Context: an optimization exercise on an open-source flow, tuned for small area. The choices shown serve that exercise and are no tape-out recipe. At most, simulation tests tie the RTL to the original design; equivalence was not proved. Only the layout flow was run in run 1; the RTL was not checked for function there. Power is estimated from default activity; no workload was simulated.

File: config.mk
export PLATFORM = sky130hd
export DESIGN_NAME = zigbee_rx_back
export DESIGN_NICKNAME = zigbee_rx_back
export VERILOG_FILES = /design/flow/design.v
export SDC_FILE = /design/flow/constraint.sdc
export NUM_CORES = 4
export LEC_CHECK = 0
export ABC_AREA = 1
export CAP_MARGIN = 20
export CORE_MARGIN = 2
export CORE_UTILIZATION = 75
export PLACE_DENSITY = 0.88
export SLEW_MARGIN = 20
File: constraint.sdc
create_clock -name core_clock -period 10.0 [get_ports {clk_i}]
set_input_delay 2.0000 -clock core_clock [delete_from_list [all_inputs] [get_ports {clk_i}]]
set_output_delay 2.0000 -clock core_clock [all_outputs]
set_load 0.01 [all_outputs]
File: design.v
module zigbee_cordic_dec(input wire [4:0] ibb, input wire [4:0] qbb, output wire [3:0] d);
  wire n_new_n100;
  wire n_new_n101;
  wire n_new_n102;
  wire n_new_n103;
  wire n_new_n104;
  wire n_new_n105;
  wire n_new_n106;
  wire n_new_n107;
  wire n_new_n108;
  wire n_new_n109;
  wire n_new_n110;
  wire n_new_n111;
  wire n_new_n112;
  wire n_new_n113;
  wire n_new_n114;
  wire n_new_n115;
  wire n_new_n116;
  wire n_new_n117;
  wire n_new_n118;
  wire n_new_n119;
  wire n_new_n120;
  wire n_new_n121;
  wire n_new_n122;
  wire n_new_n123;
  wire n_new_n124;
  wire n_new_n125;
  wire n_new_n126;
  wire n_new_n127;
  wire n_new_n128;
  wire n_new_n129;
  wire n_new_n130;
  wire n_new_n131;
  wire n_new_n132;
  wire n_new_n133;
  wire n_new_n134;
  wire n_new_n135;
  wire n_new_n136;
  wire n_new_n137;
  wire n_new_n138;
  wire n_new_n139;
  wire n_new_n140;
  wire n_new_n141;
  wire n_new_n142;
  wire n_new_n143;
  wire n_new_n144;
  wire n_new_n145;
  wire n_new_n146;
  wire n_new_n147;
  wire n_new_n148;
  wire n_new_n149;
  wire n_new_n15;
  wire n_new_n150;
  wire n_new_n151;
  wire n_new_n152;
  wire n_new_n153;
  wire n_new_n154;
  wire n_new_n155;
  wire n_new_n156;
  wire n_new_n157;
  wire n_new_n158;
  wire n_new_n159;
  wire n_new_n16;
  wire n_new_n160;
  wire n_new_n161;
  wire n_new_n162;
  wire n_new_n163;
  wire n_new_n164;
  wire n_new_n165;
  wire n_new_n166;
  wire n_new_n167;
  wire n_new_n168;
  wire n_new_n169;
  wire n_new_n17;
  wire n_new_n170;
  wire n_new_n171;
  wire n_new_n172;
  wire n_new_n173;
  wire n_new_n174;
  wire n_new_n175;
  wire n_new_n176;
  wire n_new_n177;
  wire n_new_n178;
  wire n_new_n179;
  wire n_new_n18;
  wire n_new_n180;
  wire n_new_n181;
  wire n_new_n182;
  wire n_new_n183;
  wire n_new_n184;
  wire n_new_n185;
  wire n_new_n186;
  wire n_new_n187;
  wire n_new_n188;
  wire n_new_n189;
  wire n_new_n19;
  wire n_new_n190;
  wire n_new_n191;
  wire n_new_n192;
  wire n_new_n193;
  wire n_new_n194;
  wire n_new_n195;
  wire n_new_n196;
  wire n_new_n197;
  wire n_new_n198;
  wire n_new_n199;
  wire n_new_n20;
  wire n_new_n200;
  wire n_new_n201;
  wire n_new_n202;
  wire n_new_n203;
  wire n_new_n204;
  wire n_new_n205;
  wire n_new_n206;
  wire n_new_n207;
  wire n_new_n208;
  wire n_new_n209;
  wire n_new_n21;
  wire n_new_n210;
  wire n_new_n211;
  wire n_new_n212;
  wire n_new_n214;
  wire n_new_n215;
  wire n_new_n216;
  wire n_new_n217;
  wire n_new_n218;
  wire n_new_n219;
  wire n_new_n22;
  wire n_new_n220;
  wire n_new_n23;
  wire n_new_n24;
  wire n_new_n25;
  wire n_new_n26;
  wire n_new_n27;
  wire n_new_n28;
  wire n_new_n29;
  wire n_new_n30;
  wire n_new_n31;
  wire n_new_n32;
  wire n_new_n33;
  wire n_new_n34;
  wire n_new_n35;
  wire n_new_n37;
  wire n_new_n38;
  wire n_new_n39;
  wire n_new_n40;
  wire n_new_n41;
  wire n_new_n42;
  wire n_new_n43;
  wire n_new_n44;
  wire n_new_n45;
  wire n_new_n46;
  wire n_new_n47;
  wire n_new_n48;
  wire n_new_n49;
  wire n_new_n50;
  wire n_new_n51;
  wire n_new_n52;
  wire n_new_n53;
  wire n_new_n54;
  wire n_new_n55;
  wire n_new_n56;
  wire n_new_n57;
  wire n_new_n58;
  wire n_new_n59;
  wire n_new_n60;
  wire n_new_n61;
  wire n_new_n62;
  wire n_new_n63;
  wire n_new_n64;
  wire n_new_n65;
  wire n_new_n66;
  wire n_new_n67;
  wire n_new_n68;
  wire n_new_n69;
  wire n_new_n70;
  wire n_new_n71;
  wire n_new_n72;
  wire n_new_n73;
  wire n_new_n74;
  wire n_new_n75;
  wire n_new_n76;
  wire n_new_n77;
  wire n_new_n78;
  wire n_new_n79;
  wire n_new_n80;
  wire n_new_n81;
  wire n_new_n82;
  wire n_new_n83;
  wire n_new_n84;
  wire n_new_n85;
  wire n_new_n86;
  wire n_new_n87;
  wire n_new_n88;
  wire n_new_n89;
  wire n_new_n91;
  wire n_new_n92;
  wire n_new_n93;
  wire n_new_n94;
  wire n_new_n95;
  wire n_new_n96;
  wire n_new_n97;
  wire n_new_n98;
  wire n_new_n99;
  assign n_new_n15 = (ibb[0] & qbb[0]);
  assign n_new_n16 = (ibb[4] & qbb[0]);
  assign n_new_n17 = (qbb[1] & ~n_new_n16);
  assign n_new_n18 = (~qbb[1] & n_new_n16);
  assign n_new_n19 = (~n_new_n17 & ~n_new_n18);
  assign n_new_n20 = (ibb[0] & ibb[4]);
  assign n_new_n21 = (ibb[1] & ~n_new_n20);
  assign n_new_n22 = (~ibb[1] & n_new_n20);
  assign n_new_n23 = (~n_new_n21 & ~n_new_n22);
  assign n_new_n24 = (n_new_n19 & ~n_new_n23);
  assign n_new_n25 = (~n_new_n19 & n_new_n23);
  assign n_new_n26 = (~n_new_n24 & ~n_new_n25);
  assign n_new_n27 = (n_new_n15 & ~n_new_n26);
  assign n_new_n28 = (~n_new_n15 & n_new_n26);
  assign n_new_n29 = (~n_new_n27 & ~n_new_n28);
  assign n_new_n30 = (~ibb[4] & qbb[4]);
  assign n_new_n31 = (~qbb[0] & ~qbb[1]);
  assign n_new_n32 = (~qbb[2] & n_new_n31);
  assign n_new_n33 = (~qbb[3] & n_new_n32);
  assign n_new_n34 = (ibb[4] & ~qbb[4]);
  assign n_new_n35 = (~n_new_n33 & n_new_n34);
  assign d[3] = (~n_new_n30 & ~n_new_n35);
  assign n_new_n37 = (ibb[0] & d[3]);
  assign n_new_n38 = (~n_new_n29 & ~n_new_n37);
  assign n_new_n39 = (n_new_n29 & n_new_n37);
  assign n_new_n40 = (~n_new_n38 & ~n_new_n39);
  assign n_new_n41 = (qbb[4] & n_new_n33);
  assign n_new_n42 = (d[3] & ~n_new_n41);
  assign n_new_n43 = (~ibb[0] & ~ibb[1]);
  assign n_new_n44 = (~ibb[2] & n_new_n43);
  assign n_new_n45 = (ibb[4] & ~n_new_n44);
  assign n_new_n46 = (ibb[3] & n_new_n45);
  assign n_new_n47 = (~ibb[3] & ~n_new_n45);
  assign n_new_n48 = (~n_new_n46 & ~n_new_n47);
  assign n_new_n49 = (ibb[4] & ~n_new_n32);
  assign n_new_n50 = (qbb[3] & n_new_n49);
  assign n_new_n51 = (~qbb[3] & ~n_new_n49);
  assign n_new_n52 = (~n_new_n50 & ~n_new_n51);
  assign n_new_n53 = (~n_new_n48 & n_new_n52);
  assign n_new_n54 = (ibb[4] & ~n_new_n31);
  assign n_new_n55 = (qbb[2] & n_new_n54);
  assign n_new_n56 = (~qbb[2] & ~n_new_n54);
  assign n_new_n57 = (~n_new_n55 & ~n_new_n56);
  assign n_new_n58 = (ibb[4] & ~n_new_n43);
  assign n_new_n59 = (ibb[2] & n_new_n58);
  assign n_new_n60 = (~ibb[2] & ~n_new_n58);
  assign n_new_n61 = (~n_new_n59 & ~n_new_n60);
  assign n_new_n62 = (n_new_n57 & ~n_new_n61);
  assign n_new_n63 = (~n_new_n57 & n_new_n61);
  assign n_new_n64 = (~n_new_n62 & ~n_new_n63);
  assign n_new_n65 = (ibb[0] & n_new_n28);
  assign n_new_n66 = (~n_new_n24 & ~n_new_n65);
  assign n_new_n67 = (n_new_n64 & n_new_n66);
  assign n_new_n68 = (~n_new_n62 & ~n_new_n67);
  assign n_new_n69 = (~n_new_n53 & n_new_n68);
  assign n_new_n70 = (n_new_n48 & ~n_new_n52);
  assign n_new_n71 = (~ibb[3] & ibb[4]);
  assign n_new_n72 = (n_new_n44 & n_new_n71);
  assign n_new_n73 = (n_new_n42 & n_new_n72);
  assign n_new_n74 = (~n_new_n42 & ~n_new_n72);
  assign n_new_n75 = (~n_new_n73 & ~n_new_n74);
  assign n_new_n76 = (~n_new_n70 & n_new_n75);
  assign n_new_n77 = (~n_new_n69 & n_new_n76);
  assign n_new_n78 = (n_new_n42 & ~n_new_n77);
  assign n_new_n79 = (~n_new_n48 & ~n_new_n52);
  assign n_new_n80 = (n_new_n48 & n_new_n52);
  assign n_new_n81 = (~n_new_n19 & ~n_new_n23);
  assign n_new_n82 = (~n_new_n27 & ~n_new_n81);
  assign n_new_n83 = (~n_new_n64 & n_new_n82);
  assign n_new_n84 = (~n_new_n57 & ~n_new_n61);
  assign n_new_n85 = (~n_new_n83 & ~n_new_n84);
  assign n_new_n86 = (~n_new_n80 & ~n_new_n85);
  assign n_new_n87 = (~n_new_n79 & ~n_new_n86);
  assign n_new_n88 = (~d[3] & ~n_new_n72);
  assign n_new_n89 = (~n_new_n87 & n_new_n88);
  assign d[2] = (~n_new_n78 & ~n_new_n89);
  assign n_new_n91 = (qbb[0] & ~d[3]);
  assign n_new_n92 = (~n_new_n29 & ~n_new_n91);
  assign n_new_n93 = (n_new_n29 & n_new_n91);
  assign n_new_n94 = (~n_new_n92 & ~n_new_n93);
  assign n_new_n95 = (d[2] & n_new_n94);
  assign n_new_n96 = (n_new_n64 & ~n_new_n82);
  assign n_new_n97 = (~n_new_n83 & ~n_new_n96);
  assign n_new_n98 = (d[3] & ~n_new_n97);
  assign n_new_n99 = (qbb[0] & n_new_n28);
  assign n_new_n100 = (~n_new_n25 & ~n_new_n99);
  assign n_new_n101 = (~n_new_n64 & ~n_new_n100);
  assign n_new_n102 = (n_new_n64 & n_new_n100);
  assign n_new_n103 = (~d[3] & ~n_new_n102);
  assign n_new_n104 = (~n_new_n101 & n_new_n103);
  assign n_new_n105 = (~n_new_n98 & ~n_new_n104);
  assign n_new_n106 = (~n_new_n95 & ~n_new_n105);
  assign n_new_n107 = (n_new_n95 & n_new_n105);
  assign n_new_n108 = (~n_new_n106 & ~n_new_n107);
  assign n_new_n109 = (~n_new_n40 & n_new_n108);
  assign n_new_n110 = (~ibb[0] & ~qbb[0]);
  assign n_new_n111 = (~n_new_n15 & ~n_new_n110);
  assign n_new_n112 = (n_new_n94 & n_new_n111);
  assign n_new_n113 = (n_new_n40 & ~n_new_n108);
  assign n_new_n114 = (~n_new_n109 & ~n_new_n113);
  assign n_new_n115 = (~n_new_n112 & n_new_n114);
  assign n_new_n116 = (~n_new_n109 & ~n_new_n115);
  assign n_new_n117 = (~n_new_n53 & ~n_new_n70);
  assign n_new_n118 = (~n_new_n63 & ~n_new_n102);
  assign n_new_n119 = (~d[3] & n_new_n118);
  assign n_new_n120 = (d[3] & n_new_n85);
  assign n_new_n121 = (~n_new_n119 & ~n_new_n120);
  assign n_new_n122 = (~n_new_n117 & n_new_n121);
  assign n_new_n123 = (n_new_n117 & ~n_new_n121);
  assign n_new_n124 = (~n_new_n122 & ~n_new_n123);
  assign n_new_n125 = (~n_new_n94 & n_new_n105);
  assign n_new_n126 = (d[2] & ~n_new_n125);
  assign n_new_n127 = (n_new_n124 & ~n_new_n126);
  assign n_new_n128 = (~n_new_n124 & n_new_n126);
  assign n_new_n129 = (~n_new_n127 & ~n_new_n128);
  assign n_new_n130 = (~d[3] & ~n_new_n97);
  assign n_new_n131 = (~n_new_n64 & ~n_new_n66);
  assign n_new_n132 = (d[3] & ~n_new_n67);
  assign n_new_n133 = (~n_new_n131 & n_new_n132);
  assign n_new_n134 = (~n_new_n130 & ~n_new_n133);
  assign n_new_n135 = (n_new_n129 & ~n_new_n134);
  assign n_new_n136 = (~n_new_n129 & n_new_n134);
  assign n_new_n137 = (~n_new_n135 & ~n_new_n136);
  assign n_new_n138 = (n_new_n116 & n_new_n137);
  assign n_new_n139 = (~n_new_n116 & ~n_new_n137);
  assign n_new_n140 = (~n_new_n138 & ~n_new_n139);
  assign n_new_n141 = (~n_new_n40 & n_new_n134);
  assign n_new_n142 = (d[2] & ~n_new_n141);
  assign n_new_n143 = (~d[3] & n_new_n85);
  assign n_new_n144 = (d[3] & n_new_n68);
  assign n_new_n145 = (~n_new_n143 & ~n_new_n144);
  assign n_new_n146 = (~n_new_n117 & n_new_n145);
  assign n_new_n147 = (n_new_n117 & ~n_new_n145);
  assign n_new_n148 = (~n_new_n146 & ~n_new_n147);
  assign n_new_n149 = (n_new_n142 & n_new_n148);
  assign n_new_n150 = (~n_new_n142 & ~n_new_n148);
  assign n_new_n151 = (~n_new_n149 & ~n_new_n150);
  assign n_new_n152 = (~n_new_n105 & n_new_n151);
  assign n_new_n153 = (n_new_n40 & ~n_new_n134);
  assign n_new_n154 = (d[2] & ~n_new_n153);
  assign n_new_n155 = (~d[2] & ~n_new_n134);
  assign n_new_n156 = (~n_new_n94 & ~n_new_n111);
  assign n_new_n157 = (~n_new_n155 & ~n_new_n156);
  assign n_new_n158 = (~n_new_n154 & n_new_n157);
  assign n_new_n159 = (n_new_n94 & ~n_new_n110);
  assign n_new_n160 = (~n_new_n141 & ~n_new_n159);
  assign n_new_n161 = (~n_new_n158 & n_new_n160);
  assign n_new_n162 = (n_new_n105 & ~n_new_n151);
  assign n_new_n163 = (~n_new_n152 & ~n_new_n162);
  assign n_new_n164 = (~n_new_n161 & n_new_n163);
  assign n_new_n165 = (~n_new_n152 & ~n_new_n164);
  assign n_new_n166 = (n_new_n141 & n_new_n148);
  assign n_new_n167 = (~n_new_n165 & ~n_new_n166);
  assign n_new_n168 = (~n_new_n124 & n_new_n167);
  assign n_new_n169 = (~n_new_n70 & n_new_n118);
  assign n_new_n170 = (~d[3] & ~n_new_n53);
  assign n_new_n171 = (~n_new_n169 & n_new_n170);
  assign n_new_n172 = (d[3] & ~n_new_n87);
  assign n_new_n173 = (~n_new_n171 & ~n_new_n172);
  assign n_new_n174 = (n_new_n75 & n_new_n173);
  assign n_new_n175 = (~n_new_n75 & ~n_new_n173);
  assign n_new_n176 = (~n_new_n174 & ~n_new_n175);
  assign n_new_n177 = (~n_new_n168 & n_new_n176);
  assign n_new_n178 = (n_new_n168 & ~n_new_n176);
  assign n_new_n179 = (~n_new_n177 & ~n_new_n178);
  assign n_new_n180 = (n_new_n140 & n_new_n179);
  assign n_new_n181 = (~n_new_n135 & ~n_new_n138);
  assign n_new_n182 = (d[2] & ~n_new_n127);
  assign n_new_n183 = (n_new_n176 & ~n_new_n182);
  assign n_new_n184 = (~n_new_n176 & n_new_n182);
  assign n_new_n185 = (~n_new_n183 & ~n_new_n184);
  assign n_new_n186 = (n_new_n148 & ~n_new_n185);
  assign n_new_n187 = (~n_new_n148 & n_new_n185);
  assign n_new_n188 = (~n_new_n186 & ~n_new_n187);
  assign n_new_n189 = (n_new_n181 & ~n_new_n188);
  assign n_new_n190 = (~n_new_n181 & n_new_n188);
  assign n_new_n191 = (~n_new_n189 & ~n_new_n190);
  assign n_new_n192 = (~n_new_n140 & ~n_new_n191);
  assign n_new_n193 = (~n_new_n180 & ~n_new_n192);
  assign n_new_n194 = (~n_new_n140 & n_new_n179);
  assign n_new_n195 = (n_new_n124 & ~n_new_n167);
  assign n_new_n196 = (~n_new_n168 & ~n_new_n195);
  assign n_new_n197 = (n_new_n161 & ~n_new_n163);
  assign n_new_n198 = (~n_new_n164 & ~n_new_n197);
  assign n_new_n199 = (~n_new_n156 & n_new_n198);
  assign n_new_n200 = (n_new_n115 & n_new_n199);
  assign n_new_n201 = (n_new_n198 & ~n_new_n200);
  assign n_new_n202 = (n_new_n196 & n_new_n201);
  assign n_new_n203 = (~n_new_n112 & ~n_new_n199);
  assign n_new_n204 = (~n_new_n114 & ~n_new_n203);
  assign n_new_n205 = (~n_new_n115 & ~n_new_n204);
  assign n_new_n206 = (~n_new_n196 & ~n_new_n201);
  assign n_new_n207 = (n_new_n205 & ~n_new_n206);
  assign n_new_n208 = (~n_new_n202 & ~n_new_n207);
  assign n_new_n209 = (~n_new_n194 & n_new_n208);
  assign n_new_n210 = (~n_new_n193 & ~n_new_n209);
  assign n_new_n211 = (d[2] & n_new_n183);
  assign n_new_n212 = (~n_new_n187 & ~n_new_n211);
  assign d[1] = ~((~n_new_n190 & n_new_n212));
  assign n_new_n214 = (~n_new_n210 & d[1]);
  assign n_new_n215 = (n_new_n196 & ~n_new_n205);
  assign n_new_n216 = (~n_new_n180 & ~n_new_n200);
  assign n_new_n217 = (~n_new_n215 & n_new_n216);
  assign n_new_n218 = (~n_new_n140 & ~n_new_n179);
  assign n_new_n219 = (n_new_n191 & ~n_new_n218);
  assign n_new_n220 = (~n_new_n217 & n_new_n219);
  assign d[0] = ~((~n_new_n214 & ~n_new_n220));
endmodule
module zigbee_cordic_top (
	input  wire       reset_n,
	input  wire       clk,
	input  wire [4:0] ibb,
	input  wire [4:0] qbb,
	input  wire       iValid,
	output wire [4:0] wout,
	output wire       take_o
	);
	wire [3:0] d;
	zigbee_cordic_dec i_dec (.ibb(ibb), .qbb(qbb), .d(d));
	reg v_s0, v_s1;
	always @(posedge clk, negedge reset_n) begin
		if (!reset_n) begin
			v_s0 <= 0;
			v_s1 <= 0;
		end else begin
			v_s0 <= iValid;
			v_s1 <= v_s0;
		end
	end
	assign wout = {~(ibb[4] ^ d[3]), ~d[3], d[2:0]};
	assign take_o = v_s0 & ~v_s1;
endmodule
module bit_recovery(
	input  logic       clk,
	input  logic       resetn,
	input  logic [4:0] phase,
	input  logic       take,
	output logic       data_bits
	);
	logic [4:0] phase_q;
	logic lt, keep, val;
	logic [2:0] take_d;
	logic [1:0] out_d [0:2];
	assign lt = phase[3:0] < phase_q[3:0];
	assign keep = (phase[4] == phase_q[4]) && (lt ^ phase[4]);
	assign val = (phase[4] != phase_q[4]) ? lt : ~phase[4];
	always_ff @(posedge clk) begin
		out_d[0] <= {keep, val};
		out_d[1] <= out_d[0];
		out_d[2] <= out_d[1];
	end
	always_ff @(posedge clk, negedge resetn) begin
		if (~resetn) begin
			take_d <= 0;
			phase_q <= 0;
			data_bits <= 0;
		end else begin
			take_d <= {take_d[1:0], take};
			if (take)
				phase_q <= phase;
			if (take_d[2] && !out_d[2][1])
				data_bits <= out_d[2][0];
		end
	end
endmodule
module cdr(
	input  logic clk,
	input  logic resetn_i,
	input  logic data_i,
	output logic data_en_o,
	output logic take_o
	);
	logic fall_q;
	logic T_w, E_w;
	logic q1, q2, q3, q4;
	logic [4:0] count;
	logic [4:0] cycles;
	logic en_rise_w, en_fall_w;
	assign T_w = q1 ^ q2;
	assign E_w = q2 ^ q4;
	assign cycles = ~T_w ? 5'd24 : (E_w ? 5'd25 : 5'd23);
	assign en_rise_w = count == 12;
	assign en_fall_w = count == cycles;
	assign take_o = fall_q;
	always_ff @(posedge clk, negedge resetn_i) begin
		if (~resetn_i) begin
			q1 <= 0;
			q2 <= 0;
			q3 <= 0;
			q4 <= 0;
			fall_q <= 0;
			count <= 24;
			data_en_o <= 0;
		end else begin
			if (en_rise_w) begin
				q1 <= data_i;
				q2 <= q1;
				q4 <= q3;
			end
			if (en_fall_w) begin
				q3 <= data_i;
				count <= 0;
			end else
				count <= count + 1;
			fall_q <= en_fall_w;
			data_en_o <= fall_q;
		end
	end
endmodule
module bit_recovery_CDR(
	input  logic       clk,
	input  logic       resetn,
	input  logic [4:0] phase_i,
	input  logic       ph_take_i,
	output logic       data_en_o,
	output logic       take_o,
	output logic       data_w
	);
	bit_recovery i_bit_recovery(
		.clk(clk), .resetn(resetn), .phase(phase_i), .take(ph_take_i), .data_bits(data_w));
	cdr i_cdr(
		.clk(clk), .resetn_i(resetn), .data_i(data_w), .data_en_o(data_en_o), .take_o(take_o));
endmodule
module fifo_rx (
	input  logic       clk,
	input  logic       reset_n,
	input  logic       en_cdr,
	input  logic       take,
	input  logic       data_in,
	input  logic       psel,
	input  logic       pwrite,
	input  logic       penable,
	output logic       pslverr,
	output logic [7:0] prdata,
	output logic       bit_o
	);
	logic [7:0] ring [0:3][0:14];
	logic [7:0] head [0:3];
	logic [8:0] sr;
	logic [2:0] i;
	logic [1:0] rd_bank, last_bank, rd_bank_next;
	logic [3:0] rd_row, last_row, rd_row_next, rd_row_next1, last_row_next;
	logic [6:0] cnt;
	logic pending, inserted;
	logic full, empty, wr_en, rd_en, adv, byp, ins, clr;
	logic [7:0] stg;
	function automatic logic [3:0] row_step(input logic [3:0] r, input logic two);
		logic [4:0] s;
		s = r + 5'd1 + two;
		row_step = (s >= 5'd15) ? 4'(s - 5'd15) : s[3:0];
	endfunction
	assign empty = cnt == 0;
	assign full = cnt[6];
	assign pslverr = empty;
	assign wr_en = en_cdr && (i == 1);
	assign bit_o = sr[8];
	assign rd_en = psel && penable && !pwrite && !empty;
	assign adv = rd_en || (full && wr_en);
	assign rd_bank_next = rd_bank + adv;
	assign rd_row_next = row_step(rd_row, adv && (rd_bank == 2'd3));
	assign rd_row_next1 = (rd_row_next == 4'd14) ? 4'd0 : rd_row_next + 4'd1;
	assign last_row_next = row_step(last_row, wr_en && (last_bank == 2'd3));
	assign stg = sr[7:0];
	assign byp = pending && (cnt == 7'd1);
	assign ins = pending && !inserted && (last_row == 4'd14);
	assign clr = pending && inserted && (last_row == 4'd3);
	logic near_full;
	logic [1:0] cnt_d;
	logic [3:0] supp;
	assign near_full = cnt[6] || (cnt[5:2] == 4'b1111 && cnt[1:0] != 2'b00);
	assign cnt_d = cnt[1:0] - 2'd1;
	always_comb begin
		for (integer b = 0; b < 4; b++) begin
			logic [1:0] m;
			m = 2'(b - rd_bank);
			supp[b] = near_full && !(adv && rd_bank == b) &&
			          ({1'b0, m} + (pending && !inserted) <= {1'b0, cnt_d});
		end
	end
	logic [3:0] tsel [0:3];
	logic [3:0] hold;
	always_comb begin
		for (integer b = 0; b < 4; b++) begin
			logic [3:0] x;
			x = (b < rd_bank_next) ? rd_row_next1 : rd_row_next;
			for (integer j = 0; j < 4; j++)
				tsel[b][j] = (x == 4'(4 * j)) && !supp[b];
			hold[b] = !(|tsel[b]);
		end
	end
	always_ff @(posedge clk) begin
		for (integer b = 0; b < 4; b++) begin
			ring[b][0] <= (ins && last_bank == b) ? stg : ring[b][14];
			for (integer j = 1; j < 15; j++)
				ring[b][j] <= ring[b][j-1];
			head[b] <= (ring[b][14] & {8{tsel[b][0]}}) | (ring[b][3] & {8{tsel[b][1]}}) |
			           (ring[b][7] & {8{tsel[b][2]}}) | (ring[b][11] & {8{tsel[b][3]}}) |
			           (head[b] & {8{hold[b]}});
		end
	end
	always_ff @(posedge clk) begin
		if (take)
			sr[0] <= sr[1];
	end
	always_ff @(posedge clk, negedge reset_n) begin
		if (~reset_n) begin
			sr[8:1] <= 0;
			i <= 0;
			rd_bank <= 0;
			rd_row <= 0;
			last_bank <= 2'd3;
			last_row <= 4'd14;
			cnt <= 0;
			pending <= 0;
			inserted <= 0;
			prdata <= 0;
		end else begin
			if (take) begin
				sr[8:1] <= {data_in, sr[8:2]};
				i <= i + 1;
			end
			rd_bank <= rd_bank_next;
			rd_row <= rd_row_next;
			last_bank <= last_bank + wr_en;
			last_row <= last_row_next;
			if (wr_en && !adv)
				cnt <= cnt + 1;
			else if (adv && !wr_en)
				cnt <= cnt - 1;
			if (wr_en) begin
				pending <= 1;
				inserted <= 0;
			end else if (ins)
				inserted <= 1;
			else if (clr)
				pending <= 0;
			if (rd_en)
				prdata <= byp ? stg : head[rd_bank];
			else
				prdata <= 0;
		end
	end
endmodule
module zigbee_rx_back (
  input  logic       clk_i,
  input  logic       resetn_i,
  input  logic [4:0] ibb_i,
  input  logic [4:0] qbb_i,
  input  logic       iq_valid_i,
  input  logic       psel_i,
  input  logic       penable_i,
  input  logic       pwrite_i,
  output logic [7:0] prdata_o,
  output logic       pslverr_o,
  output logic       bit_o,
  output logic       bit_en_o
);
  logic [4:0] cordic_phase;
  logic       cordic_take;
  logic       cdr_bit;
  logic       cdr_take;
  logic       cdr_valid;
  zigbee_cordic_top i_cordic (
    .reset_n(resetn_i), .clk(clk_i), .ibb(ibb_i), .qbb(qbb_i), .iValid(iq_valid_i),
    .wout(cordic_phase), .take_o(cordic_take));
  bit_recovery_CDR i_cdr (
    .clk(clk_i), .resetn(resetn_i), .phase_i(cordic_phase), .ph_take_i(cordic_take),
    .data_en_o(cdr_valid), .take_o(cdr_take), .data_w(cdr_bit));
  fifo_rx i_fifo_rx (
    .clk(clk_i), .reset_n(resetn_i), .en_cdr(cdr_valid), .take(cdr_take), .data_in(cdr_bit),
    .psel(psel_i), .pwrite(pwrite_i), .penable(penable_i),
    .pslverr(pslverr_o), .prdata(prdata_o), .bit_o(bit_o));
  assign bit_en_o = cdr_valid;
endmodule
File: flow/run.sh
#!/bin/bash
# Layout flow: the standard flow (standard.sh) for every step, with these
# changes in how the layout is made:
#  - synthesis maps the logic with an area-oriented ABC script (abc_area.script
#    here, in place of ORFS's) and leaves adders to ABC (no ADDER_MAP_FILE);
#    the rest of synthesis is ORFS's, unchanged, so the registers are the
#    standard synthesis's;
#  - port buffers are sky130_fd_sc_hd__buf_1 (every port still gets one);
#  - clock tree synthesis leaves out dummy loads and uses clkbuf_8 buffers with
#    small sink clusters.
# Each step's full output goes to a log file in the work folder.
set -euo pipefail
WORK=$(pwd)
cp -r "$FLOW_HOME/scripts" "$WORK/scripts_own"
cp "$WORK/flow/abc_area.script" "$WORK/scripts_own/abc_area.script"
SCRIPTS_DIR="$WORK/scripts_own" ADDER_MAP_FILE= bash standard.sh synth > "$WORK/log_synth.txt" 2>&1
export BUFFER_PORTS_ARGS="-buffer_cell sky130_fd_sc_hd__buf_1"
export CTS_ARGS="-sink_clustering_enable -repair_clock_nets -dont_use_dummy_load -sink_clustering_size 16 -sink_clustering_max_diameter 50 -buf_list sky130_fd_sc_hd__clkbuf_8"
bash standard.sh finish > "$WORK/log_layout.txt" 2>&1
File: flow/abc_area.script
strash
&get -n
&dch
&nf -R 1000
&put
strash
&get -n
&dch
&nf -R 1000
&put
topo
File: standard.sh
#!/bin/bash
# synth_recipe.tcl (not shown) runs the flow's synth.tcl, then flattens the netlist and writes it again
# the make line also repeats each setting of config.mk as NAME=value (left out here)
make -C /OpenROAD-flow-scripts/flow DESIGN_CONFIG=/design/flow/config.mk WORK_HOME=/design/flow/orfs CLKGATE_MAP_FILE= SYNTH_SCRIPT=/design/flow/synth_recipe.tcl "${@:-finish}"
==> qor.csv, run 1 <==
stage,metric,value,unit
clock_network,postCtsSetupBuffers,0,
clock_network,clkSlewWorstSetupHoldPaths,90,ps
sta,fmax,153.9,MHz
die,start_util,76.20,%
sta,hold_viol_final,0,
placed_design,io_buffers,26,
power,p_switching,1.487,mW
critical_path,arrival,7000,ps
synthesis,yosysTopAreaCell,dfxtp_1,
detailed_routing,firstDrtPassIters,6,
power,p_leak,6.752,nW
synthesis,yosysSeqAreaShare,77.82,%
power,p_int,3.148,mW
critical_path,worst_path_max_delay_cell,or3_1,
critical_path,max_stage_delay,410,ps
global_route,grt_pass1_vias,8619,
placed_design,dp_hpwl,18740,µm
run,cap_violations,0,
synthesis,syn_inst,1118,
sta,slew_violations,0,
sta,maxSlewHeadroom,30.76,%
die,core_area,0.02017,mm²
synthesis,synth_ff_type,dfxtp_1,
critical_path,ff2ff_path_depth,22,
final_layout,final_nets,1210,
power,clkPwrFrac,22.7,%
power,p_sw_share,32.08,%
synthesis,synth.most_common_cell,dfxtp_1,
power,seq_power_share,55.1,%
clock_network,cts.sinks,581,
detailed_routing,viasPerCell,5.796,
synthesis,ys_async_sr_fraction,10.67,%
detailed_routing,final_antenna_net_count,0,
sta,fin_skew,83.93,ps
sta,tightest_slew,1031,ps
synthesis,mappedNetlistNets,1134,
power,p_comb_share,22.2,%
clock_network,insertion_delay,600,ps
clock_network,cts_resized,0,
die,die_area,0.02165,mm²
detailed_routing,drc,0,
synthesis,synth_top_area_share,67.47,%
placed_design,gp_congestion,0.9128,
clock_network,root_buffer,clkbuf_8,
synthesis,ys_types,45,
critical_path,crit_required,10510,ps
clock_network,clockBufferDepth,3,
sta,finalSetupTns,0,ps
global_route,grt_max_degree,63,
sta,setup_viol,0,
hold_path,min_path_type,reg -> reg,
global_route,gr-total-overflow,0,
clock_network,numCtsBuffers,44,
synthesis,avgSynthCellArea,13.75,µm²
detailed_routing,drt-wirelength-per-cell,19.59,µm
global_route,antenna_found_initial,0,
sta,fin_hold_ws,284.7,ps
die,fp.dieW,147.2,µm
synthesis,yosysWarnings,8,
die,die_h,147.2,µm
synthesis,netlist_area,0.01537,mm²
final_layout,area_growth,7.050,%
status,status,no timing/DRC/antenna violations,
critical_path,end_kind,flip-flop,
sta,min_period_over_period,64.97,%
final_layout,antenna_cells,0,
power,power_density,281.7,mW/mm²
global_route,grtUsageTotal,27.09,%
hold_path,hold_depth,0,
critical_path,worstSetupStartpointType,input port,
power,peakVddDrop,0.0001895,V
die,rows,52,
critical_path,crit_fanout,10,
synthesis,synth_edf_count,1,
final_layout,drive_gt1_share,4.866,%
sta,finalCriticalPeriod,6497,ps
clock_network,htree_levels,2,
critical_path,path_class,in -> reg,
synthesis,synth_seq_cells,581,
detailed_routing,vias,8474,
detailed_routing,drt-initial-drc-count,765,
sta,rsz0062_at_grt,no,
clock_network,cts_tree,built,
global_route,grt_pass1_wl,45330,µm
final_layout,fill_cells,1064,
synthesis,synthTopCellsByArea,"dfxtp_1 (67%), dfrtp_1 (9.0%), mux2_1 (3.3%)",
detailed_routing,drt-total-wl,28640,µm
clock_network,hold_buffers,0,
die,ioPinCount,27,
synthesis,ys_top_cells_by_count,"dfxtp_1 (518), nand2_1 (100), nor2_1 (66), dfrtp_1 (55), mux2_1 (45)",
## registers in the layout, summed over array words and instances, names as in the netlist, 2 cells and up
register and count:
i_cdr.i_bit_recovery.take_d 3, i_cdr.i_bit_recovery.phase_q 5, i_fifo_rx.prdata 8, i_fifo_rx.sr 9
i_fifo_rx.last_bank 2, i_fifo_rx.rd_row 4, i_fifo_rx.ring 480, i_cdr.i_bit_recovery.out_d 6
i_fifo_rx.head 32, i_cdr.i_cdr.count 5, i_fifo_rx.rd_bank 2, i_fifo_rx.last_row 4
i_fifo_rx.cnt 7, i_fifo_rx.i 3
## power by group through the flow
stage	sequential [mW]	clock (mW)	combinational, mW
global route	2.57	1.15	1.13
detailed placement	2.60	0	1.01
global placement	2.59	0	0.962
floorplan	2.56	0	0.714
finish	2.55	1.05	1.03
CTS	2.55	1.07	1.01
## worst max-delay path: cells and delay by family
kind	cells	cell delay, ps
AOI/OAI and AO/OA	11	2180
xor gates and xnor gates	3	740
adders and majority gates	1	370
buffers and inverters	2	420
and+or+nand+nor	9	1310
## area by class of cell
class	instances	area, µm²	share of cell area, %
clock buffers	44	605.6	3.681
inverters	9	33.78	0.2053
multi-input cells	528	3387	20.59
flip-flops and latches	581	11960	72.69
well taps	270	337.8	2.053
repair buffers	30	128.9	0.7833
## cell families (layout without fill, tap and decap cells)
family                   count (synthesis)  after routing  share of synthesized area, %
flip-flops                             581            581                         77.82
AND/OR/NAND/NOR                        262            262                         7.742
AO/OA/AOI/OAI                          166            166                         7.734
multiplexers                            50             50                         3.623
XOR/XNOR                                48             48                         2.735
buffers and inverters                    9             83                        0.2198
adder cells (fa/ha/maj)                  2              2                        0.1303
## worst paths after layout
kind	start	to	slack (ps)
hold / removal	i_fifo_rx.ring[58][0]$_DFF_P_	i_fifo_rx.ring[59][0]$_DFF_P_	280
max in group asynchronous	resetn_i	i_fifo_rx.sr[2]$_DFFE_PN0P_	7860
hold reg to reg	i_fifo_rx.ring[58][0]$_DFF_P_	i_fifo_rx.ring[59][0]$_DFF_P_	280
setup / recovery	ibb_i[4]	i_cdr.i_bit_recovery.out_d[0][0]$_DFF_P_	3500
min in group asynchronous	resetn_i	i_fifo_rx.prdata[0]$_DFF_PN0_	1580
setup reg to reg	i_fifo_rx.cnt[2]$_DFFE_PN0P_	i_fifo_rx.head[0][7]$_DFF_P_	4100
## cell usage in the layout (no fill, tap or decap), types with 9 or more instances in the layout
cell type | Yosys | layout
a21oi_1 | 29 | 29
dfxtp_1 | 518 | 518
nor3_1 | 12 | 12
buf_1 | 0 | 25
nor2_1 | 66 | 66
mux2_1 | 45 | 45
clkinv_1 | 9 | 9
dfrtp_1 | 55 | 55
a222oi_1 | 40 | 40
nand2b_1 | 14 | 14
xnor2_1 | 28 | 28
nand3_1 | 24 | 24
a22oi_1 | 34 | 34
nand2_1 | 100 | 100
clkbuf_8 | 0 | 44
xor2_1 | 20 | 20
o21ai_0 | 36 | 36
or2_0 | 10 | 10
## metal layers
layer | global-route usage, % | vias up | share of wire, %
li1 | - | 4003 | -
met1 | 36.19 | 4129 | 43
met3 | 5.373 | 64 | 5.8
met4 | 10.58 | 0 | 3.0
met2 | 44.32 | 278 | 48
met5 | 0 | - | 0
## stage by stage
step	worst slack, ps	cell area, µm²	std cells	total power, mW	util (%)
after CTS	3602	16450	1462	4.626	81.58
after floorplan	3926	15370	1118	3.276	-
after global placement	3327	15850	1418	3.556	78.57
after detailed placement	3012	15850	1418	3.608	78.57
final	3503	16450	1462	4.635	81.58
after global routing	2986	16450	1462	4.855	81.58
==> inputs of run 2 (changes only) <==
--- a/design.v
+++ b/design.v
@@ -443,26 +443,24 @@
 	);
 	logic [4:0] phase_q;
 	logic lt, keep, val;
-	logic [2:0] take_d;
 	logic [1:0] out_d [0:2];
 	assign lt = phase[3:0] < phase_q[3:0];
 	assign keep = (phase[4] == phase_q[4]) && (lt ^ phase[4]);
 	assign val = (phase[4] != phase_q[4]) ? lt : ~phase[4];
-	always_ff @(posedge clk) begin
-		out_d[0] <= {keep, val};
-		out_d[1] <= out_d[0];
-		out_d[2] <= out_d[1];
-	end
 	always_ff @(posedge clk, negedge resetn) begin
 		if (~resetn) begin
-			take_d <= 0;
+			out_d[0] <= 0;
+			out_d[1] <= 0;
+			out_d[2] <= 0;
 			phase_q <= 0;
 			data_bits <= 0;
 		end else begin
-			take_d <= {take_d[1:0], take};
+			out_d[0] <= !take ? 2'b00 : keep ? 2'b01 : {1'b1, val};
+			out_d[1] <= out_d[0];
+			out_d[2] <= out_d[1];
 			if (take)
 				phase_q <= phase;
-			if (take_d[2] && !out_d[2][1])
+			if (out_d[2][1])
 				data_bits <= out_d[2][0];
 		end
 	end
==> run 2 against run 1 <==
Compared with the run above: worst hold slack better by 0.68 ps; combinational power about the same; still clean; register-to-register slack worse by 130 ps; sequential cell count down 3; non-clock buffer count down 1; synthesized cell count down 0.54%; fmax down 2.3%; cell count down 0.55%; synthesized area down 0.21%; wire length up 6.9%; sequential share of layout area about the same; die area down 0.21%.
==> qor.csv, run 2 <==
stage,metric,value,unit
power,p_leak,6.691,nW
global_route,grt_pass1_wl,47650,µm
sta,fin_hold_ws,285.4,ps
final_layout,largest_reg_flops,480,
power,p_sw_share,32.73,%
sta,finalCriticalPeriod,6653,ps
power,p_switching,1.508,mW
clock_network,htree_levels,2,
sta,tightest_slew,1225,ps
critical_path,ff2ff_path_depth,21,
final_layout,reg_top3,"i_fifo_rx.ring: 480 flops, i_fifo_rx.head: 32 flops, i_fifo_rx.sr: 9 flops",
placed_design,dp_hpwl,20050,µm
clock_network,clockBufferDepth,3,
synthesis,avgSynthCellArea,13.79,µm²
sta,hold_viol_final,0,
synthesis,yosysWarnings,8,
synthesis,netlist_area,0.01534,mm²
power,clkPwrFrac,22.2,%
global_route,antenna_found_initial,1,
critical_path,cp_common_cell,nor2_1,
synthesis,yosysTopAreaCell,dfxtp_1,
status,status,no timing/DRC/antenna violations,
detailed_routing,drt-initial-drc-count,821,
die,die_area,0.02161,mm²
synthesis,syn_inst,1112,
hold_path,hold_end,i_fifo_rx.ring[7][6]$_DFF_P_,
global_route,gr-total-overflow,0,
detailed_routing,final_antenna_net_count,0,
power,power_density,281.2,mW/mm²
die,start_util,76.04,%
detailed_routing,drt-total-wl,30630,µm
sta,fin_skew,44.18,ps
die,die_h,147,µm
placed_design,io_buffers,26,
clock_network,root_buffer,clkbuf_8,
critical_path,worst_path_max_delay_cell,maj3_1,
final_layout,fill_cells,1058,
clock_network,postCtsSetupBuffers,0,
synthesis,ys_top_cells_by_count,"dfxtp_1 (512), nand2_1 (97), nor2_1 (70), dfrtp_1 (58), mux2_1 (47)",
final_layout,top_register,i_fifo_rx.ring,
run,cap_violations,0,
power,p_int,3.100,mW
critical_path,crit_fanout,10,
sta,maxSlewHeadroom,17.70,%
detailed_routing,viasPerCell,5.869,
clock_network,hold_buffers,0,
critical_path,end_kind,flip-flop,
global_route,grt_pass1_vias,8754,
final_layout,mostFrequentLayoutCell,dfxtp_1,
clock_network,cts_resized,0,
die,rows,52,
power,p_comb_share,22.9,%
synthesis,yosysSeqAreaShare,77.69,%
critical_path,reg2reg_to,i_fifo_rx.head[0][3]$_DFF_P_,
synthesis,ys_types,41,
power,seq_power_share,54.9,%
clock_network,clkSlewWorstSetupHoldPaths,90,ps
hold_path,min_from,i_fifo_rx.ring[6][6]$_DFF_P_,
critical_path,worstSetupStartpointType,input port,
critical_path,crit_required,10430,ps
detailed_routing,firstDrtPassIters,6,
critical_path,max_stage_delay,400,ps
power,total_power,4.608,mW
critical_path,path_class,in -> reg,
sta,finalSetupTns,0,ps
sta,slew_violations,0,
power,peakVddDrop,0.0001997,V
critical_path,arrival,7080,ps
placed_design,gp_congestion,0.8956,
synthesis,mappedNetlistNets,1128,
sta,fmax,150.3,MHz
global_route,grtUsageTotal,28.93,%
sta,min_period_over_period,66.53,%
sta,setup_viol,0,
clock_network,cts.sinks,578,
synthesis,synth_ff_type,dfxtp_1,
final_layout,drive_gt1_share,4.649,%
synthesis,synthTopCellsByArea,"dfxtp_1 (67%), dfrtp_1 (9.5%), mux2_1 (3.5%)",
die,fp.dieW,147,µm
final_layout,final_nets,1201,
detailed_routing,vias,8533,
clock_network,insertion_delay,560,ps
synthesis,synth_top_area_share,66.83,%
synthesis,synth.most_common_cell,dfxtp_1,
global_route,grt_max_degree,66,
synthesis,synth_edf_count,1,
die,core_area,0.02017,mm²
final_layout,final_cell_mix,"dfxtp_1 (512), nand2_1 (97), nor2_1 (70)",
critical_path,reg2reg_from,i_fifo_rx.cnt[0]$_DFFE_PN0P_,
clock_network,cts_tree,built,
synthesis,synth_seq_cells,578,
sta,rsz0062_at_grt,no,
hold_path,hold_depth,0,
synthesis,ys_async_sr_fraction,11.25,%
final_layout,area_growth,6.845,%
die,ioPinCount,27,
clock_network,numCtsBuffers,42,
detailed_routing,drc,0,
critical_path,worst-r2r-setup-slack,3970,ps
detailed_routing,drt-wirelength-per-cell,21.07,µm
hold_path,min_path_type,reg -> reg,
-- run 2: area by class of cell --
| class | count | area, µm² | share of cell area, % |
|---|---|---|---|
| antenna | 1 | 2.502 | 0.01527 |
| clock buffer | 42 | 578.1 | 3.528 |
| inverter | 9 | 33.78 | 0.2062 |
| multi-input combinational | 525 | 3398 | 20.74 |
| sequential | 578 | 11920 | 72.71 |
| tap | 270 | 337.8 | 2.062 |
| timing repair buffer | 29 | 121.4 | 0.7406 |
-- run 2: layer usage --
metal	vias to the layer above	part of all wire (%)	global-route usage [%]
li1	3957	-	-
met3	110	7.2	5.932
met2	362	48	48.36
met5	-	0	0
met1	4104	40	36.71
met4	0	5.3	13.61
-- run 2: per-stage QoR --
step,worst slack [ps],instance area (µm²),instances,utilization (%)
finish,3347,16390,1454,81.25
global route,2747,16380,1453,81.23
CTS,3480,16370,1453,81.18
detailed placement,2923,15800,1411,78.32
global placement,3279,15800,1411,78.32
floorplan,3900,15340,1112,-
-- run 2: critical path: cells and delay by family --
family          cells  cell delay, ps
fa+ha+maj           2             780
buf+inv             1             290
simple gates        9            1480
xor+xnor            3             760
compound gates     10            1740
-- run 2: worst max path at each step --
| stage | from | endpoint | cells after the start |
|---|---|---|---|
| 2_1_floorplan | qbb_i[0] | i_cdr.i_bit_recovery.out_d[0][0]$_DFF_PN0_ | 25 |
| 3_3_place_gp | ibb_i[4] | i_cdr.i_bit_recovery.out_d[0][0]$_DFF_PN0_ | 26 |
| 3_5_place_dp | ibb_i[4] | i_cdr.i_bit_recovery.out_d[0][1]$_DFF_PN0_ | 25 |
| 4_1_cts | ibb_i[4] | i_cdr.i_bit_recovery.out_d[0][1]$_DFF_PN0_ | 25 |
| 5_1_grt | ibb_i[4] | i_cdr.i_bit_recovery.out_d[0][1]$_DFF_PN0_ | 25 |
| 6_report | ibb_i[4] | i_cdr.i_bit_recovery.out_d[0][1]$_DFF_PN0_ | 25 |
-- run 2: power groups by stage --
| stage | clock [mW] | combinational, mW | sequential [mW] |
|---|---|---|---|
| floorplan | 0 | 0.723 | 2.53 |
| global placement | 0 | 0.948 | 2.56 |
| detailed placement | 0 | 1.01 | 2.57 |
| CTS | 1.04 | 1.03 | 2.52 |
| global route | 1.12 | 1.14 | 2.54 |
| finish | 1.02 | 1.06 | 2.53 |
-- run 2: cell families after synthesis --
kind of cell / after synthesis / synth area share [%]
flip-flops: 578 / 77.69
buffers and inverters: 9 / 0.2202
adder cells (fa/ha/maj): 5 / 0.3263
AND/OR/NAND/NOR: 256 / 7.473
XOR/XNOR: 55 / 3.141
multiplexers: 50 / 3.647
AO/OA/AOI/OAI: 159 / 7.505
==> inputs of run 3 (changes only) <==
--- a/design.v
+++ b/design.v
@@ -442,28 +442,31 @@
 	output logic       data_bits
 	);
 	logic [4:0] phase_q;
-	logic lt, keep, val;
-	logic [1:0] out_d [0:2];
+	logic lt, bit_new, bit_early;
+	logic [2:0] bit_d;
 	assign lt = phase[3:0] < phase_q[3:0];
-	assign keep = (phase[4] == phase_q[4]) && (lt ^ phase[4]);
-	assign val = (phase[4] != phase_q[4]) ? lt : ~phase[4];
+	always_comb begin
+		if (phase[4] != phase_q[4])
+			bit_new = lt;
+		else if (!phase[4])
+			bit_new = lt ? bit_early : 1'b1;
+		else
+			bit_new = lt ? 1'b0 : bit_early;
+	end
 	always_ff @(posedge clk, negedge resetn) begin
 		if (~resetn) begin
-			out_d[0] <= 0;
-			out_d[1] <= 0;
-			out_d[2] <= 0;
 			phase_q <= 0;
-			data_bits <= 0;
+			bit_early <= 0;
+			bit_d <= 0;
 		end else begin
-			out_d[0] <= !take ? 2'b00 : keep ? 2'b01 : {1'b1, val};
-			out_d[1] <= out_d[0];
-			out_d[2] <= out_d[1];
-			if (take)
+			if (take) begin
 				phase_q <= phase;
-			if (out_d[2][1])
-				data_bits <= out_d[2][0];
+				bit_early <= bit_new;
+			end
+			bit_d <= {bit_d[1:0], bit_early};
 		end
 	end
+	assign data_bits = bit_d[2];
 endmodule
 module cdr(
 	input  logic clk,
==> run 3 against run 2 <==
Compared with the run above: worst setup slack worse by 330 ps; largest power group unchanged; cell count grew 0.62%; global-route usage decreased by 1.2 points; still clean; wire length fell by 5.1%.
==> qor.csv, run 3 <==
stage,metric,value,unit
synthesis,yosysTopAreaCell,dfxtp_1,
run,cap_violations,0,
global_route,grt_max_degree,63,
placed_design,dp_hpwl,19430,µm
synthesis,ys_top_cells_by_count,"dfxtp_1 (512), nand2_1 (93), nor2_1 (75), dfrtp_1 (55), mux2_1 (44)",
global_route,grt_pass1_wl,46130,µm
die,fp.dieW,146.7,µm
synthesis,synth.most_common_cell,dfxtp_1,
placed_design,dp_slack,2615,ps
sta,hold_viol_final,0,
critical_path,ff2ff_path_depth,20,
clock_network,htree_levels,2,
final_layout,antenna_cells,0,
placed_design,gp_congestion,0.9046,
placed_design,io_buffers,26,
status,status,no timing/DRC/antenna violations,
critical_path,cp-startpoint,ibb_i[4],
final_layout,final_nets,1211,
synthesis,ys_async_sr_fraction,10.78,%
synthesis,muxShareOfSynthArea,3.310,%
power,power_density,280.9,mW/mm²
final_layout,mostFrequentLayoutCell,dfxtp_1,
die,start_util,75.95,%
final_layout,reg_top3,"i_fifo_rx.ring: 480 flops, i_fifo_rx.head: 32 flops, i_fifo_rx.sr: 9 flops",
synthesis,yosysSeqAreaShare,77.54,%
clock_network,cts_tree,built,
hold_path,hold_depth,0,
clock_network,numCtsBuffers,43,
clock_network,clkSlewWorstSetupHoldPaths,90,ps
clock_network,cts.sinks,575,
critical_path,arrival,7430,ps
sta,fin_skew,44.88,ps
die,die_area,0.02152,mm²
sta,setup_ws,3022,ps
die,core_area,0.02010,mm²
synthesis,synth_ff_type,dfxtp_1,
die,die_h,146.7,µm
detailed_routing,viasPerCell,5.822,
sta,tightest_slew,1030,ps
detailed_routing,final_antenna_net_count,0,
detailed_routing,drt-total-wl,29060,µm
clock_network,root_buffer,clkbuf_8,
hold_path,hold_end,i_fifo_rx.ring[47][4]$_DFF_P_,
clock_network,postCtsSetupBuffers,0,
synthesis,synthAdderAreaFrac,0.2622,%
sta,fmax,143.3,MHz
clock_network,cts_resized,0,
final_layout,drive_gt1_share,4.610,%
synthesis,mappedNetlistNets,1137,
die,ioPinCount,27,
critical_path,worst-r2r-setup-slack,3910,ps
synthesis,synth-simple-area-share,7.276,%
synthesis,synth_edf_count,1,
synthesis,synth_compound_area_share,7.907,%
synthesis,synth_top_family_by_area,compound AO/OA/AOI/OAI gates,
sta,setup_viol,0,
clock_network,hold_buffers,0,
sta,slew_violations,0,
synthesis,avgSynthCellArea,13.62,µm²
synthesis,netlist_area,0.01527,mm²
final_layout,final_cell_mix,"dfxtp_1 (512), nand2_1 (93), nor2_1 (75)",
synthesis,yosysWarnings,7,
sta,min_period_over_period,69.78,%
critical_path,crit_fanout,11,
detailed_routing,drt-wirelength-per-cell,19.86,µm
critical_path,crit_required,10450,ps
critical_path,reg2reg_to,i_fifo_rx.head[1][2]$_DFF_P_,
synthesis,synth_xor_area_share,3.212,%
global_route,antenna_found_initial,0,
synthesis,synth_top_area_share,67.13,%
synthesis,syn_inst,1121,
global_route,grtUsageTotal,27.73,%
sta,finalSetupTns,0,ps
critical_path,worstSetupStartpointType,input port,
detailed_routing,drt-initial-drc-count,840,
synthesis,synth_seq_cells,575,
power,p_leak,6.665,nW
global_route,grt_pass1_vias,8546,
hold_path,min_from,i_fifo_rx.ring[46][4]$_DFF_P_,
detailed_routing,vias,8518,
synthesis,synthTopCellsByArea,"dfxtp_1 (67%), dfrtp_1 (9.0%), mux2_1 (3.2%)",
critical_path,path_class,in -> reg,
sta,maxSlewHeadroom,30.82,%
synthesis,ys_types,42,
detailed_routing,drc,0,
final_layout,top_register,i_fifo_rx.ring,
detailed_routing,firstDrtPassIters,8,
die,rows,52,
final_layout,area_growth,6.908,%
global_route,gr-total-overflow,0,
sta,rsz0062_at_grt,no,
power,peakVddDrop,0.0001814,V
final_layout,largest_reg_flops,480,
clock_network,insertion_delay,570,ps
clock_network,clockBufferDepth,3,
sta,finalCriticalPeriod,6978,ps
critical_path,reg2reg_from,i_fifo_rx.cnt[0]$_DFFE_PN0P_,
hold_path,min_path_type,reg -> reg,
critical_path,end_kind,flip-flop,
run 3: worst max-delay path: stages:
cell and delay [ps]:
buf_1 370, nand2_1 120, xor2_1 290, nor2b_1 130
nor2_1 200, and2_0 200, a21oi_1 130, clkinv_1 80
nor2_1 50, a21oi_1 180, a21oi_1 80, o21ai_0 720
nor2_1 210, xor2_1 240, xor2_1 240, and2_0 230
nor2_1 80, a21oi_1 210, nor2_1 80, nor3_1 360
nor2_1 90, a21oi_1 170, o211a_1 170, o22ai_1 90
a211oi_1 310, a21o_1 180, a21oi_1 40, o22ai_1 160
run 3: power by group:
group / internal, mW / leakage (nW) / switching (mW) / total [mW]
registers: 2.40 / 4.90 / 0.123 / 2.52
clock network: 0.387 / 0.309 / 0.641 / 1.03
logic: 0.319 / 1.46 / 0.716 / 1.03
run 3: cell families (layout without fill, tap and decap cells):
group	after synthesis	after routing
muxes	45	45
buffers and inverters	20	92
xor gates and xnor gates	56	56
adders and majority gates	4	4
DFF	575	575
and+or+nand+nor	250	250
AOI/OAI and AO/OA	171	171
run 3: how the worst max path moves through the flow:
| stage | endpoint | depth (start not counted) |
|---|---|---|
| 2_1_floorplan | i_cdr.i_bit_recovery.bit_early$_DFFE_PN0P_ | 23 |
| 3_3_place_gp | i_cdr.i_bit_recovery.bit_early$_DFFE_PN0P_ | 24 |
| 3_5_place_dp | i_cdr.i_bit_recovery.bit_early$_DFFE_PN0P_ | 24 |
| 4_1_cts | i_cdr.i_bit_recovery.bit_early$_DFFE_PN0P_ | 24 |
| 5_1_grt | i_cdr.i_bit_recovery.bit_early$_DFFE_PN0P_ | 28 |
| 6_report | i_cdr.i_bit_recovery.bit_early$_DFFE_PN0P_ | 28 |
run 3: per-stage QoR:
step / power (mW) / std cells / area, µm² / hold WS (ps) / util [%]
finish: 4.585 / 1463 / 16320 / 311.4 / 81.20
global route: 4.814 / 1463 / 16320 / 305.0 / 81.20
CTS: 4.589 / 1463 / 16320 / 312.6 / 81.18
detailed placement: 3.581 / 1420 / 15730 / 312.1 / 78.24
global placement: 3.525 / 1419 / 15720 / 309.7 / 78.20
floorplan: 3.272 / 1121 / 15270 / 309.6 / -
run 3: layout make-up:
type                            instances  area [µm²]
Inverter                               20       75.07
Tap cell                              270       337.8
Clock buffer                           43       591.8
Timing Repair Buffer                   29       121.4
Sequential cell                       575       11840
Fill cell                            1055        3780
Multi-Input combinational cell        526        3358
run 3: per-layer routing:
| metal | vias to the layer above | GRT usage, % | part of all wire, % |
|---|---|---|---|
| met5 | - | 0 | 0 |
| met2 | 292 | 46.67 | 49 |
| met4 | 0 | 8.883 | 2.7 |
| li1 | 3981 | - | - |
| met3 | 59 | 4.500 | 5.4 |
| met1 | 4186 | 37.41 | 43 |
==> inputs of run 4 (changes only) <==
--- a/design.v
+++ b/design.v
@@ -475,7 +475,6 @@
 	output logic data_en_o,
 	output logic take_o
 	);
-	logic fall_q;
 	logic T_w, E_w;
 	logic q1, q2, q3, q4;
 	logic [4:0] count;
@@ -486,16 +485,15 @@
 	assign cycles = ~T_w ? 5'd24 : (E_w ? 5'd25 : 5'd23);
 	assign en_rise_w = count == 12;
 	assign en_fall_w = count == cycles;
-	assign take_o = fall_q;
+	assign take_o = count == 0;
+	assign data_en_o = count == 1;
 	always_ff @(posedge clk, negedge resetn_i) begin
 		if (~resetn_i) begin
 			q1 <= 0;
 			q2 <= 0;
 			q3 <= 0;
 			q4 <= 0;
-			fall_q <= 0;
 			count <= 24;
-			data_en_o <= 0;
 		end else begin
 			if (en_rise_w) begin
 				q1 <= data_i;
@@ -507,8 +505,6 @@
 				count <= 0;
 			end else
 				count <= count + 1;
-			fall_q <= en_fall_w;
-			data_en_o <= fall_q;
 		end
 	end
 endmodule
==> run 4 against run 3 <==
Compared with the run above: clock-buffer cell count shrank 1; global-route usage grew 0.42 points; worst hold slack worse by 16 ps; register-to-register slack lost 210 ps; critical path depth down 2; first-iteration DRC count down 6.8%; die area decreased by 0.34%; wire length up 1.6%; total power down 0.77%; combinational power is essentially flat; critical path type unchanged; critical endpoint unchanged.
==> qor.csv, run 4 <==
stage,metric,value,unit
sta,setup_viol,0,
critical_path,worst-r2r-setup-slack,3700,ps
synthesis,ys_types,46,
detailed_routing,vias,8599,
detailed_routing,firstDrtPassIters,8,
synthesis,synth_seq_cells,573,
critical_path,cp_common_cell,nor2_1,
synthesis,syn_inst,1128,
sta,tightest_slew,1056,ps
critical_path,max_stage_delay,370,ps
final_layout,top_register,i_fifo_rx.ring,
clock_network,cts_resized,0,
final_layout,drive_gt1_share,4.500,%
synthesis,synth_top_area_share,67.36,%
placed_design,dp_hpwl,19560,µm
power,p_leak,6.590,nW
critical_path,crit_fanout,10,
global_route,grt_pass1_vias,8685,
detailed_routing,drc,0,
synthesis,mappedNetlistNets,1144,
synthesis,synth.most_common_cell,dfxtp_1,
detailed_routing,drt-total-wl,29540,µm
final_layout,antenna_cells,0,
sta,rsz0062_at_grt,no,
global_route,antenna_found_initial,0,
die,ioPinCount,27,
critical_path,worst_path_max_delay_cell,o21ai_0,
run,cap_violations,0,
detailed_routing,drt-wirelength-per-cell,20.09,µm
sta,slew_violations,0,
final_layout,area_growth,6.866,%
synthesis,synth_ff_type,dfxtp_1,
synthesis,ys_top_cells_by_count,"dfxtp_1 (512), nand2_1 (123), nor2_1 (77), dfrtp_1 (53), o21ai_0 (45)",
clock_network,clockBufferDepth,3,
die,start_util,75.93,%
synthesis,netlist_area,0.01522,mm²
power,peakVddDrop,0.0002176,V
synthesis,synthTopCellsByArea,"dfxtp_1 (67%), dfrtp_1 (8.7%), nand2_1 (3.0%)",
sta,fin_hold_ws,295.9,ps
synthesis,yosysTopAreaCell,dfxtp_1,
synthesis,ys_async_sr_fraction,10.47,%
die,die_h,146.4,µm
final_layout,final_nets,1218,
final_layout,reg_top3,"i_fifo_rx.ring: 480 flops, i_fifo_rx.head: 32 flops, i_fifo_rx.sr: 9 flops",
clock_network,clkSlewWorstSetupHoldPaths,110,ps
sta,hold_viol_final,0,
die,core_area,0.02004,mm²
synthesis,avgSynthCellArea,13.49,µm²
critical_path,critPathBufInv,1,
die,die_area,0.02144,mm²
synthesis,yosysWarnings,7,
sta,min_period_over_period,67.37,%
critical_path,worstSetupStartpointType,input port,
global_route,grt_max_degree,61,
clock_network,numCtsBuffers,42,
critical_path,end_kind,flip-flop,
final_layout,largest_reg_flops,480,
global_route,grtUsageTotal,28.15,%
placed_design,gp_congestion,0.8881,
die,fp.dieW,146.4,µm
global_route,gr-total-overflow,0,
status,status,no timing/DRC/antenna violations,
clock_network,postCtsSetupBuffers,0,
sta,finalCriticalPeriod,6737,ps
critical_path,arrival,7130,ps
clock_network,insertion_delay,590,ps
clock_network,cts_tree,built,
synthesis,yosysSeqAreaShare,77.49,%
sta,maxSlewHeadroom,28.82,%
die,rows,52,
power,power_density,279.8,mW/mm²
critical_path,critPathTopFamily,compound AO/OA/AOI/OAI gates,
final_layout,final_cell_mix,"dfxtp_1 (512), nand2_1 (123), nor2_1 (77)",
detailed_routing,final_antenna_net_count,0,
synthesis,synth_edf_count,1,
final_layout,mostFrequentLayoutCell,dfxtp_1,
clock_network,hold_buffers,0,
hold_path,min_path_type,reg -> reg,
detailed_routing,viasPerCell,5.850,
critical_path,crit_required,10400,ps
critical_path,path_class,in -> reg,
placed_design,io_buffers,26,
clock_network,htree_levels,2,
global_route,grt_pass1_wl,46500,µm
clock_network,root_buffer,clkbuf_8,
sta,fmax,148.4,MHz
clock_network,cts.sinks,573,
sta,fin_skew,69.73,ps
detailed_routing,drt-initial-drc-count,783,
sta,finalSetupTns,0,ps
## run 4: stage by stage
step           setup slack (ps)  instances  total power, mW  util (%)  area (µm²)
6_report                   3263       1470            4.550     81.14       16260
5_1_grt                    2706       1470            4.760     81.14       16260
4_1_cts                    3337       1470            4.544     81.14       16260
3_5_place_dp               2804       1428            3.545     78.26       15680
3_3_place_gp               3138       1428            3.478     78.26       15680
2_1_floorplan              3844       1128            3.223         -       15220
## run 4: layer usage
metal / wire length (µm) / part of all wire (%) / vias up / track usage, %
met4: 1412 / 4.8 / 0 / 11.94
met3: 1952 / 6.6 / 112 / 4.344
met2: 14050 / 48 / 363 / 46.23
met5: 0 / 0 / - / 0
li1: - / - / 4014 / -
met1: 12120 / 41 / 4110 / 38.00
## run 4: path summary, 6_finish.rpt
| check | start | end | cells past startpoint |
|---|---|---|---|
| max | ibb_i[4] | i_cdr.i_bit_recovery.bit_early$_DFFE_PN0P_ | 26 |
| min | i_fifo_rx.ring[54][0]$_DFF_P_ | i_fifo_rx.ring[55][0]$_DFF_P_ | 0 |
| max reg2reg | i_fifo_rx.cnt[0]$_DFFE_PN0P_ | i_fifo_rx.head[2][7]$_DFF_P_ | 20 |
| min reg2reg | i_fifo_rx.ring[54][0]$_DFF_P_ | i_fifo_rx.ring[55][0]$_DFF_P_ | 0 |
| max in group asynchronous | resetn_i | i_cdr.i_cdr.count[0]$_DFF_PN0_ | 2 |
| min in group asynchronous | resetn_i | i_fifo_rx.rd_row[2]$_DFF_PN0_ | 2 |
## run 4: cell families (layout without fill, tap and decap cells)
| kind of cell | Yosys count | in the layout | share of synthesized area (%) |
|---|---|---|---|
| AOI/OAI and AO/OA | 185 | 185 | 8.716 |
| xor gates and xnor gates | 48 | 48 | 2.763 |
| adders and majority gates | 2 | 2 | 0.1316 |
| buffers and inverters | 11 | 83 | 0.2714 |
| DFF | 573 | 573 | 77.49 |
| muxes | 39 | 39 | 2.870 |
| and+or+nand+nor | 270 | 270 | 7.763 |
## run 4: report_power, final
group / total [mW] / internal, mW / switching (mW)
combinational: 1.03 / 0.314 / 0.720
sequential: 2.50 / 2.38 / 0.118
clock: 1.01 / 0.378 / 0.635
total: 4.55 / 3.08 / 1.47
## run 4: layout make-up
type                            count  area (µm²)
Tap cell                          270       337.8
Timing Repair Buffer               30       128.9
Fill cell                        1081        3779
Clock buffer                       42       578.1
Inverter                           11       41.29
Multi-Input combinational cell    544        3385
Sequential cell                   573       11790

## re-timing with driven ports
In the flow no input, the clock included, has a driving cell. The finished layouts below were timed again as built, in two steps. Step 1: set_driving_cell puts a clkbuf_16 on clk_i and a buf_2 on each other input, an assumption about the parent block. Step 2 adds t to the input delays and takes it off the output delays; t is the mean of the earliest and latest rising clock arrival at the registers after step 1. Input paths then give back, and output paths get back, about the clock's delay inside the block. Three values: no drivers, after step 1, after step 2; two values: the first two.
| run | t (ns) | setup WS [ns] | worst register clock-pin slew, ns |
|---|---|---|---|
| run 1 | 0.607 | 3.503 / 3.521 / 2.914 | 0.11 / 0.11 |
| run 2 | 0.588 | 3.347 / 3.368 / 2.780 | 0.11 / 0.11 |
| run 3 | 0.596 | 3.022 / 3.043 / 2.447 | 0.10 / 0.10 |
| run 4 | 0.596 | 3.263 / 3.284 / 2.688 | 0.11 / 0.11 |
After both steps every run listed still meets setup and hold. For run 1, which loses most, drivers alone change the setup slack by +0.018 ns; drivers and shift together by -0.589 ns.
